Background: an optimization exercise with open tools, aiming at small area. Do not read the settings as production practice. In this exercise RTL edits were held to simulation tests only and were not proved equivalent to the original. Power is estimated from default activity; no workload was simulated.

--- design/flow/design.v ---
module axi_master
(
 input wire m_axi_aclk,
 input wire m_axi_aresetn,
 output reg [2:0] m_axi_awid ,
 output reg [31:0] m_axi_awaddr,
 output reg [2:0] m_axi_awsize,
 output reg [1:0] m_axi_awburst,
 output reg [7:0] m_axi_awlen,
 output reg [1:0] m_axi_awlock ,
 output reg [3:0] m_axi_awcache,
 output reg [2:0] m_axi_awprot,
 output reg [3:0] m_axi_awqos,
 output reg [4:0] m_axi_awuser,
 output reg m_axi_awvalid,
 input wire m_axi_awready,
 output reg [2:0] m_axi_wid ,
 output reg [31:0] m_axi_wdata,
 output reg [3:0] m_axi_wstrb,
 output reg m_axi_wlast,
 output reg m_axi_wvalid,
 input wire m_axi_wready,
 input wire m_axi_bid,
 input wire m_axi_bresp,
 input wire m_axi_bvalid,
 output reg m_axi_bready,
 output reg [2:0] m_axi_arid,
 output reg [31:0] m_axi_araddr,
 output reg [7:0] m_axi_arlen,
 output reg [2:0] m_axi_arsize,
 output reg [1:0] m_axi_arburst,
 output reg [1:0] m_axi_arlock,
 output reg [3:0] m_axi_arcache,
 output reg [2:0] m_axi_arprot,
 output reg [3:0] m_axi_arqos,
 output reg [4:0] m_axi_aruser,
 output reg m_axi_arvalid,
 input wire m_axi_arready,
 input wire [2:0] m_axi_rid ,
 input wire [31:0] m_axi_rdata,
 input wire [1:0] m_axi_rresp ,
 input wire m_axi_rlast,
 input wire m_axi_rvalid,
 output reg m_axi_rready,
 input wire wr,
 input wire [23:0] wr_addr,
 input wire [7:0] wr_burst_len,
 input wire [1:0] wr_burst_type,
 input wire [31:0] wr_din,
 input wire [3:0] wr_strbin,
 input wire [23:0] rd_addr,
 input wire [7:0] rd_burst_len,
 input wire [1:0] rd_burst_type,
 output reg [31:0] rout,
 output reg [1:0] resp
	);
localparam idle = 0,
 detect_op = 1,
 send_waddr = 2,
 send_wdata = 3,
 wdata_last = 4,
 wait_for_wr_resp = 5,
 comp_wr_tx = 6,
 no_ack_waddr = 7, 
 no_ack_wdata = 8,
 send_raddr = 9,
 read_rdata = 10,
 no_ack_raddr = 11,
 no_ack_rdata = 12,
 comp_rd_tx = 13;
integer burst_count, wr_count, rd_count; 
reg [3:0] state;
reg [31:0] din;
always @(posedge m_axi_aclk) begin
 if (!m_axi_aresetn) begin
 state <= idle;
 m_axi_awvalid <= 0;
 m_axi_awid <= 0;
 m_axi_awaddr <= 0;
 m_axi_awprot <= 0;
 m_axi_wvalid <= 0;
 m_axi_awlen <= 0;
 m_axi_awsize <= 0;
 m_axi_awburst <= 0;
 m_axi_awlock <= 0;
 m_axi_awcache <= 0;
 m_axi_awqos <= 0;
 m_axi_awuser <= 0;
 m_axi_wid <= 0;
 m_axi_wstrb <= 0;
 m_axi_wlast <= 0;
 m_axi_bready <= 0;
 m_axi_arvalid <= 0;
 m_axi_arid <= 0;
 m_axi_araddr <= 0;
 m_axi_arlen <= 0;
 m_axi_arsize <= 0;
 m_axi_arburst <= 0;
 m_axi_arqos <= 0;
 m_axi_arprot <= 0;
 m_axi_arlock <= 0;
 m_axi_arcache <= 0;
 m_axi_aruser <= 0;
 m_axi_rready <= 0;
 burst_count <= 0;
 din <= 0;
 m_axi_wdata <= 0;
 rout <= 0;
 resp <= 0;
 wr_count <= 0;
 rd_count <= 0;
 end else begin
 case (state)
 idle: begin
 m_axi_awvalid <= 0;
 m_axi_awid <= 0;
 m_axi_awaddr <= 0;
 m_axi_awprot <= 0;
 m_axi_wvalid <= 0;
 m_axi_awlen <= 0;
 m_axi_awsize <= 0;
 m_axi_awburst <= 0;
 m_axi_awlock <= 0;
 m_axi_awcache <= 0;
 m_axi_awqos <= 0;
 m_axi_awuser <= 0;
 m_axi_wid <= 0;
 m_axi_wstrb <= 0;
 m_axi_wlast <= 0;
 m_axi_wdata <= 0;
 m_axi_bready <= 0;
 m_axi_arvalid <= 0;
 m_axi_arid <= 0;
 m_axi_araddr <= 0;
 m_axi_arlen <= 0;
 m_axi_arsize <= 0;
 m_axi_arburst <= 0;
 m_axi_arqos <= 0;
 m_axi_arprot <= 0;
 m_axi_arlock <= 0;
 m_axi_arcache <= 0;
 m_axi_aruser <= 0;
 m_axi_rready <= 0;
 burst_count <= 0;
 din <= 0;
 state <= detect_op;
 end
 detect_op: begin
 if (wr) 
 state <= send_waddr;
 else 
 state <= send_raddr;
 end
 send_waddr: begin
 din <= wr_din * 5;
 m_axi_awaddr <= wr_addr;
 m_axi_awvalid <= 1;
 m_axi_wvalid <= 1;
 m_axi_awlen <= wr_burst_len;
 m_axi_awsize <= 3'b010;
 m_axi_awburst <= wr_burst_type;
 m_axi_wdata <= wr_din;
 m_axi_wstrb <= wr_strbin << 1;
 m_axi_wlast <= 0;
 burst_count <= wr_burst_len; 
 m_axi_bready <= 1;
 if (m_axi_awready == 1) begin
 state <= send_wdata;
 wr_count <= 0;
 m_axi_awvalid <= 0;
 m_axi_awaddr <= 0;
 m_axi_awlen <= 0;
 m_axi_awsize <= 0;
 m_axi_awburst <= 0;
 end else if (wr_count == 15) begin
 state <= no_ack_waddr;
 wr_count <= 0;
 end else begin
 state <= send_waddr;
 wr_count <= wr_count + 1;
 end
 end
 send_wdata: begin
 if (m_axi_wready && burst_count != 1) begin
 burst_count <= burst_count - 1;
 din <= din * 5;
 m_axi_wdata <= din;
 state <= send_wdata;
 wr_count <= 0;
 end else if (m_axi_wready && burst_count == 1) begin
 burst_count <= burst_count - 1;
 m_axi_wdata <= din;
 state <= wdata_last;
 m_axi_wlast <= 1;
 wr_count <= 0;
 end else if (wr_count == 15) begin
 state <= no_ack_wdata;
 end else begin
 state <= send_wdata;
 wr_count <= wr_count + 1;
 end
 end
 wdata_last: begin
 if (m_axi_wready && burst_count == 0) begin
 state <= wait_for_wr_resp;
 m_axi_wvalid <= 0;
 burst_count <= 0;
 m_axi_wlast <= 0;
 m_axi_wdata <= 0;
 end
 end
 no_ack_wdata, no_ack_waddr: begin
 state <= wait_for_wr_resp;
 end
 wait_for_wr_resp: begin
 if (m_axi_bvalid == 1) begin 
 state <= comp_wr_tx;
 m_axi_bready <= 0;
 end else if (wr_count == 15) begin
 state <= idle;
 wr_count <= 0;
 end else begin
 state <= wait_for_wr_resp;
 wr_count <= wr_count + 1;
 end
 end
 comp_wr_tx: begin
 m_axi_awaddr <= 0;
 m_axi_awvalid <= 0;
 m_axi_wvalid <= 0;
 m_axi_wlast <= 0;
 m_axi_wdata <= 0;
 burst_count <= 0;
 m_axi_bready <= 0;
 state <= idle;
 end
 send_raddr: begin
 m_axi_araddr <= rd_addr;
 m_axi_arlen <= rd_burst_len;
 m_axi_arsize <= 3'b010;
 m_axi_arburst <= rd_burst_type;
 m_axi_arvalid <= 1;
 m_axi_rready <= 0;
 if (m_axi_arready == 1) begin
 state <= read_rdata;
 m_axi_arvalid <= 0;
 rd_count <= 0;
 end else if (rd_count == 15) begin
 state <= no_ack_raddr;
 rd_count <= 0; 
 end else begin
 state <= send_raddr;
 rd_count <= rd_count + 1;
 end 
 end
 read_rdata: begin
 m_axi_araddr <= 0;
 m_axi_arlen <= 0;
 m_axi_arsize <= 0;
 m_axi_arburst <= 0;
 m_axi_arvalid <= 0;
 m_axi_rready <= 1;
 if ((m_axi_rvalid == 1'b1) && (m_axi_rlast != 1)) begin
 rout <= m_axi_rdata;
 resp <= m_axi_rresp;
 state <= read_rdata;
 rd_count <= 0;
 end else if ((m_axi_rvalid == 1'b1) && (m_axi_rlast == 1)) begin
 rout <= m_axi_rdata;
 resp <= m_axi_rresp;
 state <= comp_rd_tx;
 rd_count <= 0;
 end else if (rd_count == 15) begin
 state <= no_ack_rdata;
 rd_count <= 0;
 end else begin
 rd_count <= rd_count + 1;
 state <= read_rdata;
 end
 end
 no_ack_raddr, no_ack_rdata: begin
 m_axi_rready <= 0;
 state <= idle;
 rout <= 0;
 resp <= 0;
 end 
 comp_rd_tx: begin
 m_axi_rready <= 0;
 state <= idle;
 rout <= 0;
 resp <= 0;
 end
 default: state <= idle;
 endcase
 end
end
endmodule
`timescale 1ns / 1ps
module axi4_slave
(
    input  wire        s_axi_aclk,
    input  wire        s_axi_aresetn,
    input  wire [2:0]  s_axi_awid,
    input  wire        s_axi_awvalid,
    output reg         s_axi_awready,
    input  wire [31:0] s_axi_awaddr,
    input  wire [7:0]  s_axi_awlen,
    input  wire [2:0]  s_axi_awsize,
    input  wire [1:0]  s_axi_awburst,
    input  wire [1:0]  s_axi_awlock,
    input  wire [3:0]  s_axi_awcache,
    input  wire [2:0]  s_axi_awprot,
    input  wire [3:0]  s_axi_awqos,
    input  wire [4:0]  s_axi_awuser,
    input  wire [2:0]  s_axi_wid,
    input  wire        s_axi_wvalid,
    output reg         s_axi_wready,
    input  wire [31:0] s_axi_wdata,
    input  wire [3:0]  s_axi_wstrb,
    input  wire        s_axi_wlast,
    output reg  [2:0]  s_axi_bid,
    output reg         s_axi_bvalid,
    input  wire        s_axi_bready,
    output reg  [1:0]  s_axi_bresp,
    input  wire [2:0]  s_axi_arid,
    input  wire        s_axi_arvalid,
    output reg         s_axi_arready,
    input  wire [31:0] s_axi_araddr,
    input  wire [7:0]  s_axi_arlen,
    input  wire [2:0]  s_axi_arsize,
    input  wire [1:0]  s_axi_arburst,
    input  wire [1:0]  s_axi_arlock,
    input  wire [3:0]  s_axi_arcache,
    input  wire [2:0]  s_axi_arprot,
    input  wire [3:0]  s_axi_arqos,
    input  wire [4:0]  s_axi_aruser,
    output reg  [2:0]  s_axi_rid,
    output reg         s_axi_rvalid,
    input  wire        s_axi_rready,
    output reg  [31:0] s_axi_rdata,
    output reg         s_axi_rlast,
    output reg  [1:0]  s_axi_rresp
	);
localparam  idle = 0,
            predict_op = 1,
            accept_wr = 2,
            wait_wdata = 3,
            accept_wdata = 4,
            gen_data = 5,
            update_mem = 6,
            check_br_len = 7,
            send_ack = 8,
            accept_rd = 9,
            fetch_rdata = 10,
            send_rdata =11,
            rcheck_br_len = 12,
            fetch_ldata = 13,
            send_rlast = 14,
            write_err = 15,
            comp_rd_tx = 16;
  reg [7:0] mem [127:0];
  reg [4:0] state;
  integer i;
  reg [7:0] burst_len, rburst_len;
  reg [31:0] waddr, wdata, raddr, rdata;
  reg [3:0] wstrb;
  integer timer;
  reg [31:0] data_write;
  reg [1:0] count;
  reg [31:0] addr;         
  reg [31:0] rnext_addr;   
  reg [7:0] awlen, arlen;
  reg [2:0] awsize, arsize;
  reg [1:0] awburst, arburst;
  wire [2:0] strb_cnt = {2'b00, wstrb[0]} + {2'b00, wstrb[1]} + {2'b00, wstrb[2]} + {2'b00, wstrb[3]};
  reg [7:0] pack [0:3];
  integer j, k;
  always @(*) begin
    for (k = 0; k < 4; k = k + 1) pack[k] = 8'h00;
    k = 0;
    for (j = 0; j < 4; j = j + 1)
      if (wstrb[j]) begin
        pack[k] = wdata[8*j +: 8];
        k = k + 1;
      end
  end
  always @(posedge s_axi_aclk) begin
    if (s_axi_aresetn == 0) begin
      for (i = 0; i < 128; i = i + 1) begin
        mem[i] <= 0;
      end
      state <= idle;
      burst_len <= 0;
      rburst_len <= 0;
      waddr <= 0;
      wdata <= 0;
      raddr <= 0;
      rdata <= 0;
      wstrb <= 0;
      timer <= 0;
      data_write <= 0;
      count <= 0;
      addr <= 0;
      rnext_addr <= 0;
      awlen <= 0;
      arlen <= 0;
      awsize <= 0;
      arsize <= 0;
      awburst <= 0;
      arburst <= 0;
      s_axi_awready <= 0;
      s_axi_wready <= 0;
      s_axi_bid <= 0;
      s_axi_bvalid <= 0;
      s_axi_bresp <= 0;
      s_axi_arready <= 0;
      s_axi_rid <= 0;
      s_axi_rvalid <= 0;
      s_axi_rdata <= 0;
      s_axi_rlast <= 0;
      s_axi_rresp <= 0;
    end else begin
      case (state)
        idle: begin
          raddr   <= 0;
          rdata   <= 0;
          addr    <= 0;
          data_write <= 0;
          awlen      <= 0;
          arlen      <= 0;
          arsize    <= 0;
          awsize    <= 0;
          arburst   <= 0;
          awburst   <= 0;
          s_axi_awready <= 1'b0;
          s_axi_wready  <= 1'b0;
          s_axi_bid     <= 3'b000;
          s_axi_bvalid  <= 1'b0;
          s_axi_bresp   <= 2'b00;
          s_axi_arready <= 1'b0;
          s_axi_rvalid  <= 1'b0;
          s_axi_rresp   <= 2'b00;
          s_axi_rid     <= 3'b000;
          s_axi_rlast   <= 1'b0;
          s_axi_rdata   <= 32'h0;
          state         <= predict_op;
        end
        predict_op: begin
          if (s_axi_awvalid)
            state <= accept_wr;
          else if (s_axi_arvalid)
            state <= accept_rd;
          else
            state <= idle;
        end
        accept_wr: begin
          if (s_axi_awaddr < 128 && ((s_axi_awaddr + s_axi_awlen*4 + 1) < 128)) begin
            burst_len <= s_axi_awlen + 1;
            waddr     <= s_axi_awaddr;
            state     <= wait_wdata;
            awlen     <= s_axi_awlen;
            awsize    <= s_axi_awsize;
            awburst   <= s_axi_awburst;
            s_axi_awready <= 1'b1;
          end else begin
            s_axi_awready <= 1'b0;
            state <= idle;
          end
        end
        wait_wdata: begin
          s_axi_awready <= 1'b0;
          if (s_axi_wvalid) begin
            state <= accept_wdata;
            wdata <= s_axi_wdata;
            wstrb <= s_axi_wstrb;
          end else if (timer == 15) begin
            state <= write_err;
            timer <= 0;
          end else begin
            timer <= timer + 1;
            state <= wait_wdata;
          end
        end
        accept_wdata: begin
          s_axi_wready <= 1'b1;
          state        <= gen_data;
        end
        gen_data: begin
          s_axi_wready <= 1'b0;
          data_write <= {(wdata[31:24] & {8{wstrb[3]}}), 24'h0} |
                        {8'h0, (wdata[23:16] & {8{wstrb[2]}}), 16'h0} |
                        {16'h0, (wdata[15:8] & {8{wstrb[1]}}), 8'h0} |
                        {24'h0, (wdata[7:0] & {8{wstrb[0]}})};
          state <= update_mem;
        end
        update_mem: begin
          if (count < 2) begin
            count <= count + 1;
            state <= update_mem;
            mem[waddr[6:0]] <= data_write[7:0];
          end else begin
            burst_len <= burst_len - 1;
            count <= 0;
            state <= check_br_len;
          end
        end
        check_br_len: begin
          if (burst_len == 0)
            state <= send_ack;
          else begin
            state <= wait_wdata;
            if (awburst == 2'b00 || awburst == 2'b01) begin
              for (k = 0; k < 4; k = k + 1)
                if (k < strb_cnt)
                  mem[waddr[6:0] + k[6:0]] <= pack[k];
            end
            if (awburst == 2'b01) begin
              if (wstrb != 4'b0000) begin
                addr  <= waddr + {29'h0, strb_cnt};
                waddr <= waddr + {29'h0, strb_cnt};
              end else
                waddr <= addr;
            end
          end
        end
        send_ack: begin
          if (s_axi_bready) begin
            s_axi_bvalid <= 1'b1;
            s_axi_bresp  <= 2'b00;
            state        <= idle;
          end else if (timer == 15) begin
            state <= idle;
          end else begin
            timer <= timer + 1;
            state <= send_ack;
          end
        end
        accept_rd: begin
          if (s_axi_araddr < 128 && ((s_axi_araddr + s_axi_arlen*4 + 1) < 128)) begin
            rburst_len <= s_axi_arlen;
            raddr      <= s_axi_araddr;
            state      <= fetch_rdata;
            arsize     <= s_axi_arsize;
            arlen      <= s_axi_arlen;
            arburst    <= s_axi_arburst;
            s_axi_arready <= 1'b1;
          end else begin
            s_axi_arready <= 1'b0;
            state <= idle;
          end
        end
        fetch_rdata: begin
          s_axi_arready <= 1'b0;
          if (count < 2) begin
            count <= count + 1;
            state <= fetch_rdata;
            rdata <= {24'h0, mem[raddr[6:0]]};
          end else begin
            count <= 0;
            state <= send_rdata;
          end
        end
        send_rdata: begin
          s_axi_rvalid <= 1'b1;
          s_axi_rdata  <= rdata;
          s_axi_rresp  <= 2'b00;
          if (s_axi_rready) begin
            state <= rcheck_br_len;
          end else if (timer == 15) begin
            state <= idle;
            timer <= 0;
          end else begin
            state <= send_rdata;
            timer <= timer + 1;
          end
        end
        rcheck_br_len: begin
          rburst_len <= rburst_len - 1;
          s_axi_rvalid <= 1'b0;
          if (arburst == 2'b01) begin
            case (arsize)
              3'b000: begin
                rnext_addr <= raddr + 1;
                raddr      <= raddr + 1;
              end
              3'b001: begin
                rnext_addr <= raddr + 2;
                raddr      <= raddr + 2;
              end
              3'b010: begin
                rnext_addr <= raddr + 4;
                raddr      <= raddr + 4;
              end
              default: raddr <= rnext_addr;
            endcase
          end
          if (rburst_len == 1) begin
            state <= fetch_ldata;
          end else begin
            state <= fetch_rdata;
          end
        end
        fetch_ldata: begin
          if (count < 2) begin
            count <= count + 1;
            state <= fetch_ldata;
            rdata <= {24'h0, mem[raddr[6:0]]};
          end else begin
            count <= 0;
            state <= send_rlast;
            s_axi_rvalid <= 1'b1;
            s_axi_rdata  <= rdata;
            s_axi_rresp  <= 2'b00;
            s_axi_rlast  <= 1'b1;
          end
        end
        send_rlast: begin
          if (s_axi_rready == 1'b1) begin
            state        <= idle;
            s_axi_rvalid <= 1'b0;
            s_axi_rdata  <= 0;
            s_axi_rresp  <= 2'b00;
            s_axi_rlast  <= 1'b0;
            timer        <= 0;
          end else if (timer == 15) begin
            state <= idle;
            timer <= 0;
          end else begin
            state <= send_rlast;
            timer <= timer + 1;
          end
        end
        default: state <= idle;
      endcase
    end
  end
endmodule
`timescale 1ns / 1ps
module connect_m_s(
    input clk, resetn, 
    input wr,
    input [31:0] wr_addr,
    input [7:0]  wr_burst_len,
    input [1:0]  wr_burst_type,
    input [31:0] wr_din,
    input [3:0]  wr_strbin,
    input [31:0] rd_addr,
    input [7:0]  rd_burst_len,
    input [1:0]  rd_burst_type,
    output [31:0] rout,
    output [1:0]  resp
    );
    wire [2:0] m_axi_awid;
    wire [31:0] m_axi_awaddr;
    wire [2:0] m_axi_awsize;
    wire [1:0] m_axi_awburst;
    wire [7:0] m_axi_awlen;
    wire [1:0] m_axi_awlock;
    wire [3:0] m_axi_awcache;
    wire [2:0] m_axi_awprot;
    wire [3:0] m_axi_awqos;
    wire [4:0] m_axi_awuser;
    wire m_axi_awvalid;
    wire m_axi_awready;
    wire [2:0] m_axi_wid;
    wire [31:0] m_axi_wdata;
    wire [3:0] m_axi_wstrb;
    wire m_axi_wlast;
    wire m_axi_wvalid;
    wire m_axi_wready;
    wire [2:0] m_axi_bid;
    wire [1:0] m_axi_bresp;
    wire m_axi_bvalid;
    wire m_axi_bready;
    wire [2:0] m_axi_arid;
    wire [31:0] m_axi_araddr;
    wire [7:0] m_axi_arlen;
    wire [2:0] m_axi_arsize;
    wire [1:0] m_axi_arburst;
    wire [1:0] m_axi_arlock;
    wire [3:0] m_axi_arcache;
    wire [2:0] m_axi_arprot;
    wire [3:0] m_axi_arqos;
    wire [4:0] m_axi_aruser;
    wire m_axi_arvalid;
    wire m_axi_arready;
    wire [2:0] m_axi_rid;
    wire [31:0] m_axi_rdata;
    wire [1:0] m_axi_rresp;
    wire m_axi_rlast;
    wire m_axi_rvalid;
    wire m_axi_rready;
axi_master uut (
        .m_axi_aclk(clk),
        .m_axi_aresetn(resetn),
        .m_axi_awid(m_axi_awid),
        .m_axi_awaddr(m_axi_awaddr),
        .m_axi_awsize(m_axi_awsize),
        .m_axi_awburst(m_axi_awburst),
        .m_axi_awlen(m_axi_awlen),
        .m_axi_awlock(m_axi_awlock),
        .m_axi_awcache(m_axi_awcache),
        .m_axi_awprot(m_axi_awprot),
        .m_axi_awqos(m_axi_awqos),
        .m_axi_awuser(m_axi_awuser),
        .m_axi_awvalid(m_axi_awvalid),
        .m_axi_awready(m_axi_awready),
        .m_axi_wid(m_axi_wid),
        .m_axi_wdata(m_axi_wdata),
        .m_axi_wstrb(m_axi_wstrb),
        .m_axi_wlast(m_axi_wlast),
        .m_axi_wvalid(m_axi_wvalid),
        .m_axi_wready(m_axi_wready),
        .m_axi_bid(m_axi_bid),
        .m_axi_bresp(m_axi_bresp),
        .m_axi_bvalid(m_axi_bvalid),
        .m_axi_bready(m_axi_bready),
        .m_axi_arid(m_axi_arid),
        .m_axi_araddr(m_axi_araddr),
        .m_axi_arlen(m_axi_arlen),
        .m_axi_arsize(m_axi_arsize),
        .m_axi_arburst(m_axi_arburst),
        .m_axi_arlock(m_axi_arlock),
        .m_axi_arcache(m_axi_arcache),
        .m_axi_arprot(m_axi_arprot),
        .m_axi_arqos(m_axi_arqos),
        .m_axi_aruser(m_axi_aruser),
        .m_axi_arvalid(m_axi_arvalid),
        .m_axi_arready(m_axi_arready),
        .m_axi_rid(m_axi_rid),
        .m_axi_rdata(m_axi_rdata),
        .m_axi_rresp(m_axi_rresp),
        .m_axi_rlast(m_axi_rlast),
        .m_axi_rvalid(m_axi_rvalid),
        .m_axi_rready(m_axi_rready),
        .wr(wr),
        .wr_addr(wr_addr),
        .wr_burst_len(wr_burst_len),
        .wr_burst_type(wr_burst_type),
        .wr_din(wr_din),
        .wr_strbin(wr_strbin),
        .rd_addr(rd_addr),
        .rd_burst_len(rd_burst_len),
        .rd_burst_type(rd_burst_type),
        .rout(rout),
        .resp(resp)
    );
axi4_slave dut (
        .s_axi_aclk(clk),
        .s_axi_aresetn(resetn),
        .s_axi_awid(m_axi_awid),
        .s_axi_awvalid(m_axi_awvalid),
        .s_axi_awready(m_axi_awready),
        .s_axi_awaddr(m_axi_awaddr),
        .s_axi_awlen(m_axi_awlen),
        .s_axi_awsize(m_axi_awsize),
        .s_axi_awburst(m_axi_awburst),
        .s_axi_awlock(m_axi_awlock),
        .s_axi_awcache(m_axi_awcache),
        .s_axi_awprot(m_axi_awprot),
        .s_axi_awqos(m_axi_awqos),
        .s_axi_awuser(m_axi_awuser),
        .s_axi_wid(m_axi_wid),
        .s_axi_wvalid(m_axi_wvalid),
        .s_axi_wready(m_axi_wready),
        .s_axi_wdata(m_axi_wdata),
        .s_axi_wstrb(m_axi_wstrb),
        .s_axi_wlast(m_axi_wlast),
        .s_axi_bid(m_axi_bid),
        .s_axi_bvalid(m_axi_bvalid),
        .s_axi_bready(m_axi_bready),
        .s_axi_bresp(m_axi_bresp),
        .s_axi_arid(m_axi_arid),
        .s_axi_arvalid(m_axi_arvalid),
        .s_axi_arready(m_axi_arready),
        .s_axi_araddr(m_axi_araddr),
        .s_axi_arlen(m_axi_arlen),
        .s_axi_arsize(m_axi_arsize),
        .s_axi_arburst(m_axi_arburst),
        .s_axi_arlock(m_axi_arlock),
        .s_axi_arcache(m_axi_arcache),
        .s_axi_arprot(m_axi_arprot),
        .s_axi_arqos(m_axi_arqos),
        .s_axi_aruser(m_axi_aruser),
        .s_axi_rid(m_axi_rid),
        .s_axi_rvalid(m_axi_rvalid),
        .s_axi_rready(m_axi_rready),
        .s_axi_rdata(m_axi_rdata),
        .s_axi_rlast(m_axi_rlast),
        .s_axi_rresp(m_axi_rresp)
    );
endmodule
--- design/flow/run.sh ---
#!/bin/bash
# synth_recipe.tcl (not shown) runs the flow's synth.tcl, then flattens the netlist and writes it again
# the make line also repeats each setting of config.mk as NAME=value (left out here)
make -C /OpenROAD-flow-scripts/flow DESIGN_CONFIG=/design/flow/config.mk WORK_HOME=/design/flow/orfs CLKGATE_MAP_FILE= SYNTH_SCRIPT=/design/flow/synth_recipe.tcl finish
--- design/flow/constraint.sdc ---
create_clock -name core_clock -period 10.0 [get_ports {clk}]
set_input_delay 2.0000 -clock core_clock [delete_from_list [all_inputs] [get_ports {clk}]]
set_output_delay 2.0000 -clock core_clock [all_outputs]
set_load 0.01 [all_outputs]
--- design/flow/config.mk ---
export PLATFORM = sky130hd
export DESIGN_NAME = connect_m_s
export DESIGN_NICKNAME = connect_m_s
export VERILOG_FILES = /design/flow/design.v
export SDC_FILE = /design/flow/constraint.sdc
export NUM_CORES = 4
export LEC_CHECK = 0
export CAP_MARGIN = 20
export CORE_MARGIN = 2
export CORE_UTILIZATION = 40
export SLEW_MARGIN = 20
==> notes.md <==
status timing/DRC/antenna clean; Sw Share 28.3%; clock tree from TritonCTS built; Final period util 67.3%; total I/O pin count 157; worst reg2reg setup slack 4.20 ns; CP most frequent cell nor2_1; area of the core 193000 sq um; chain of cells forming the critical path clkbuf_8 > inv_6 > or3_1 > nor2_1 > a31oi_1 > buf_4 > nor2_1 > nand3_1 > buf_4 > nor2_1 > a21oi_1 > nand3_1; Buffers on Ports 113; area enclosed by the die boundary 198000 sq um; hold violation count in the final report 0; remaining number of nets flagged by the antenna check after routing 0; chip width 445 microns; biggest area consumer among synthesized cells edfxtp_1; accumulated negative setup slack 0 ns; most frequently used cell type in the post-synthesis netlist nand2_1; shortest period the worst path allows 6.73 ns; synthesized netlist cell count 7231; PnR worst setup slack 3.27 ns; cell count of the worst hold path 2; stage delay of the slowest cell on the critical path 0.70 ns; gpl congestion 0.950; Vias/cell 6.91; PwrDens 173 nW/um^2; Max Clock Skew 0.0339 ns; Main synth FF type edfxtp_1; worst skew pair latency 0.83 ns; share of the synthesized area in the top cell type 39.6%; power dissipated by switching net loads 4.23 mW; Post-synth top cells nand2_1, o221ai_1, edfxtp_1, clkbuf_1, nor2_1; vias in the first global route 62700; number of enable flip-flop cells after synthesis 1024; standby leakage power 27.4 nW; maximum clock frequency 149 MHz; library cells used by synthesis 89; register clock-pin slew on the reported worst setup and hold paths 0.06 ns; setup violators final 0; leading cell types by total area after synthesis edfxtp_1, o221ai_1, mux4_2; launching element type of the critical path input pin; Clock Power Share 40.0%; DR WL/cell 30.3 microns; clock sink total 1401; number of buffers created by CTS 160; maximum number of pins on one net before global-route repair 129; worst reg2reg path endpoint dut.mem[42][7]; path class of the lowest-slack min-delay path register to register; Initial DRC Count 12000; worst-case setup slack after placement 2.75 ns; post-CTS repair timing setup buffer count 0; Die H 445 microns; number of vias after detailed routing 66800; Max rail drop VDD 0.000147 V; sequential cell area fraction in the yosys report 49.3%; start point of the worst min-delay path uut.rout[0]; combinational share of power 14.8%; final cell utilization of the core 44.7%; instance count after placement with tap cells included 9358; fraction of final layout cells sized beyond drive strength 1 11.2%; endpoint type of the worst setup path register; number of antenna violations at the first check in global routing 14; slowest cell on the critical path or3_1; deepest clock path buffer count 3; post-route cell area 86200 sq um; FF-to-FF path depth 10; wirelength, routed 292000 microns; clock root buffer clkbuf_16; row cnt 161; internal power component 10.7 mW; Area growth, synth to finish 10.9%; max-cap check violation count 0; post-layout instance count excluding filler cells 9657; combined global-route utilization of all metal layers 28.6%; Data required, critical path 10.44 ns; Flop pwr share 45.2%; Max-slew headroom 11.8%; number of filler instances in the final layout 17500; share of async-settable or async-resettable flops after synthesis 0%; Yosys warning total 7; Max H-tree Level 4; transition at the pin with the smallest max-transition slack 1.32 ns; arrival time of data at the critical path endpoint 7.17 ns; number of instances resized during post-cts repair 0; detailed placer's ending HPWL 170000 microns; total overflow reported by the global router 0; category of the critical setup timing path input pin to register; synthesized flop and latch total 1401; Max Transition Viols Final 0; number of hold buffers added after CTS 0; destination of the worst hold path uut.rout[0]; number of remaining DRC errors 0; RSZ-0062 raised after global routing false; NumNets Final 7268; placed inst area 80900 sq um; first-pass detailed-route iteration total 9; post-synthesis cell area 77700 sq um; wire length of the first global-routing pass 423000 microns; startpoint of the worst register-to-register path dut.state[0]; mean instance size in the synthesized netlist 10.7 sq um; Starting Density 40.3%; peak fanout along the critical path 108
## state kept, by name, summed over array words and instances, names as in the netlist, 24 cells and up, named ones only
| register | cells |
|---|---|
| uut.din | 32 |
| uut.wr_count | 32 |
| dut.wdata | 24 |
| dut.timer | 32 |
| uut.m_axi_wdata | 24 |
| uut.m_axi_awaddr | 24 |
| uut.rd_count | 32 |
| dut.mem | 1024 |
| uut.burst_count | 32 |
| uut.m_axi_araddr | 24 |
## through the flow
| step | hold slack [ns] | total power, mW |
|---|---|---|
| 2_1_floorplan | 0.425 | 8.33 |
| 4_1_cts | 0.457 | 14.9 |
| 3_3_place_gp | 0.443 | 8.99 |
| 3_5_place_dp | 0.448 | 9.02 |
| 6_report | 0.456 | 15.0 |
| 5_1_grt | 0.472 | 15.4 |
## final cells by class
| class | instances | area [sq um] | area share (%) |
|---|---|---|---|
| antenna | 5 | 12.5 | 0.0145 |
| clock buffer | 219 | 4390 | 5.09 |
| sequential | 1401 | 38300 | 44.5 |
| tap | 2526 | 3160 | 3.67 |
| inverter | 49 | 189 | 0.219 |
| clock inverter | 75 | 842 | 0.977 |
| timing repair buffer | 234 | 2220 | 2.57 |
| multi-input combinational | 5148 | 37100 | 43.0 |
## placed cells by master, fill, tap and decap left out, drive strengths merged, types with 27 or more instances in the layout
cell type / n
and3: 47
mux2i: 28
nand2b: 33
nor3: 97
ha: 147
a221oi: 28
o21ai: 136
a211oi: 44
xor2: 95
clkbuf: 220
nand4b: 86
mux4: 336
inv: 54
or3: 33
clkinv: 57
nor2: 526
dfxtp: 377
buf: 121
clkdlybuf4s50: 112
nand2: 1545
a31oi: 27
xnor2: 73
nand3: 147
nor4: 54
o221ai: 1035
a21o: 29
a21oi: 221
a22oi: 97
nand4: 35
edfxtp: 1024
## power by group through the flow
stage / Clock [mW] / Combinational [mW] / Sequential [mW]
after floorplan: 0 / 1.59 / 6.73
after global placement: 0 / 2.13 / 6.86
after detailed placement: 0 / 2.15 / 6.87
after CTS: 5.99 / 2.17 / 6.75
after global routing: 6.21 / 2.40 / 6.79
final: 5.98 / 2.22 / 6.76
## cells by family after synthesis
group           count (synthesis)  synth area share, %
mux                           366                 10.1
fa+ha+maj                     151                 2.47
flops                        1401                 49.3
xor+xnor                      168                 1.89
buf+inv                       707                 3.57
simple gates                 2694                 15.1
compound gates               1743                 17.5
other cells                     1              0.00483
## worst max-delay path, delay by kind of cell
kind	cells	cell delay, ns
simple gates	6	3.07
compound gates	2	0.19
buf+inv	4	1.77
## how the worst max path moves through the flow
stage | slack (ns) | from | to | cells after the start
finish | 3.27 | resetn | dut.mem[51][7] | 12
global route | 3.21 | resetn | dut.mem[51][3] | 12
global placement | 2.91 | resetn | dut.mem[51][6] | 12
floorplan | 5.09 | resetn | dut.mem[11][0] | 12
CTS | 3.61 | resetn | dut.mem[51][7] | 12
detailed placement | 2.75 | resetn | dut.mem[51][6] | 12
## layer usage
metal	share of wire (%)	vias up	GRT usage [%]	wire (microns)
met5	0.036	-	0	106
met4	5.9	16	14.6	17200
met3	15	1144	9.19	43400
met2	42	5351	41.8	124000
met1	37	32200	37.8	108000
li1	-	28000	-	-

==> static timing again, ports no longer ideal <==
No port has a modelled driver above. Below, the same layout with a new extraction and two added sets of constraints.
Step 1, drivers: a clkbuf_16 drives clk and a buf_2 each remaining input, both assumed.
Step 2 adds t to the input delays and takes it off the output delays; t is the mean of the earliest and latest rising clock arrival at the registers after step 1. Input paths then give back, and output paths get back, about the clock's delay inside the block.
a / b / c = ideal / step 1 / step 2; a / b = the first two.
t (ns): 0.903
setup WS [ns]: 3.274 / 3.317 / 2.415
clock arrival spread, ns: 0.034 / 0.035
cell pins on the clock port's net: 1
After both steps this run still meets setup and hold. The setup slack of this run moves by +0.043 ns with the drivers and by -0.859 ns with both steps.
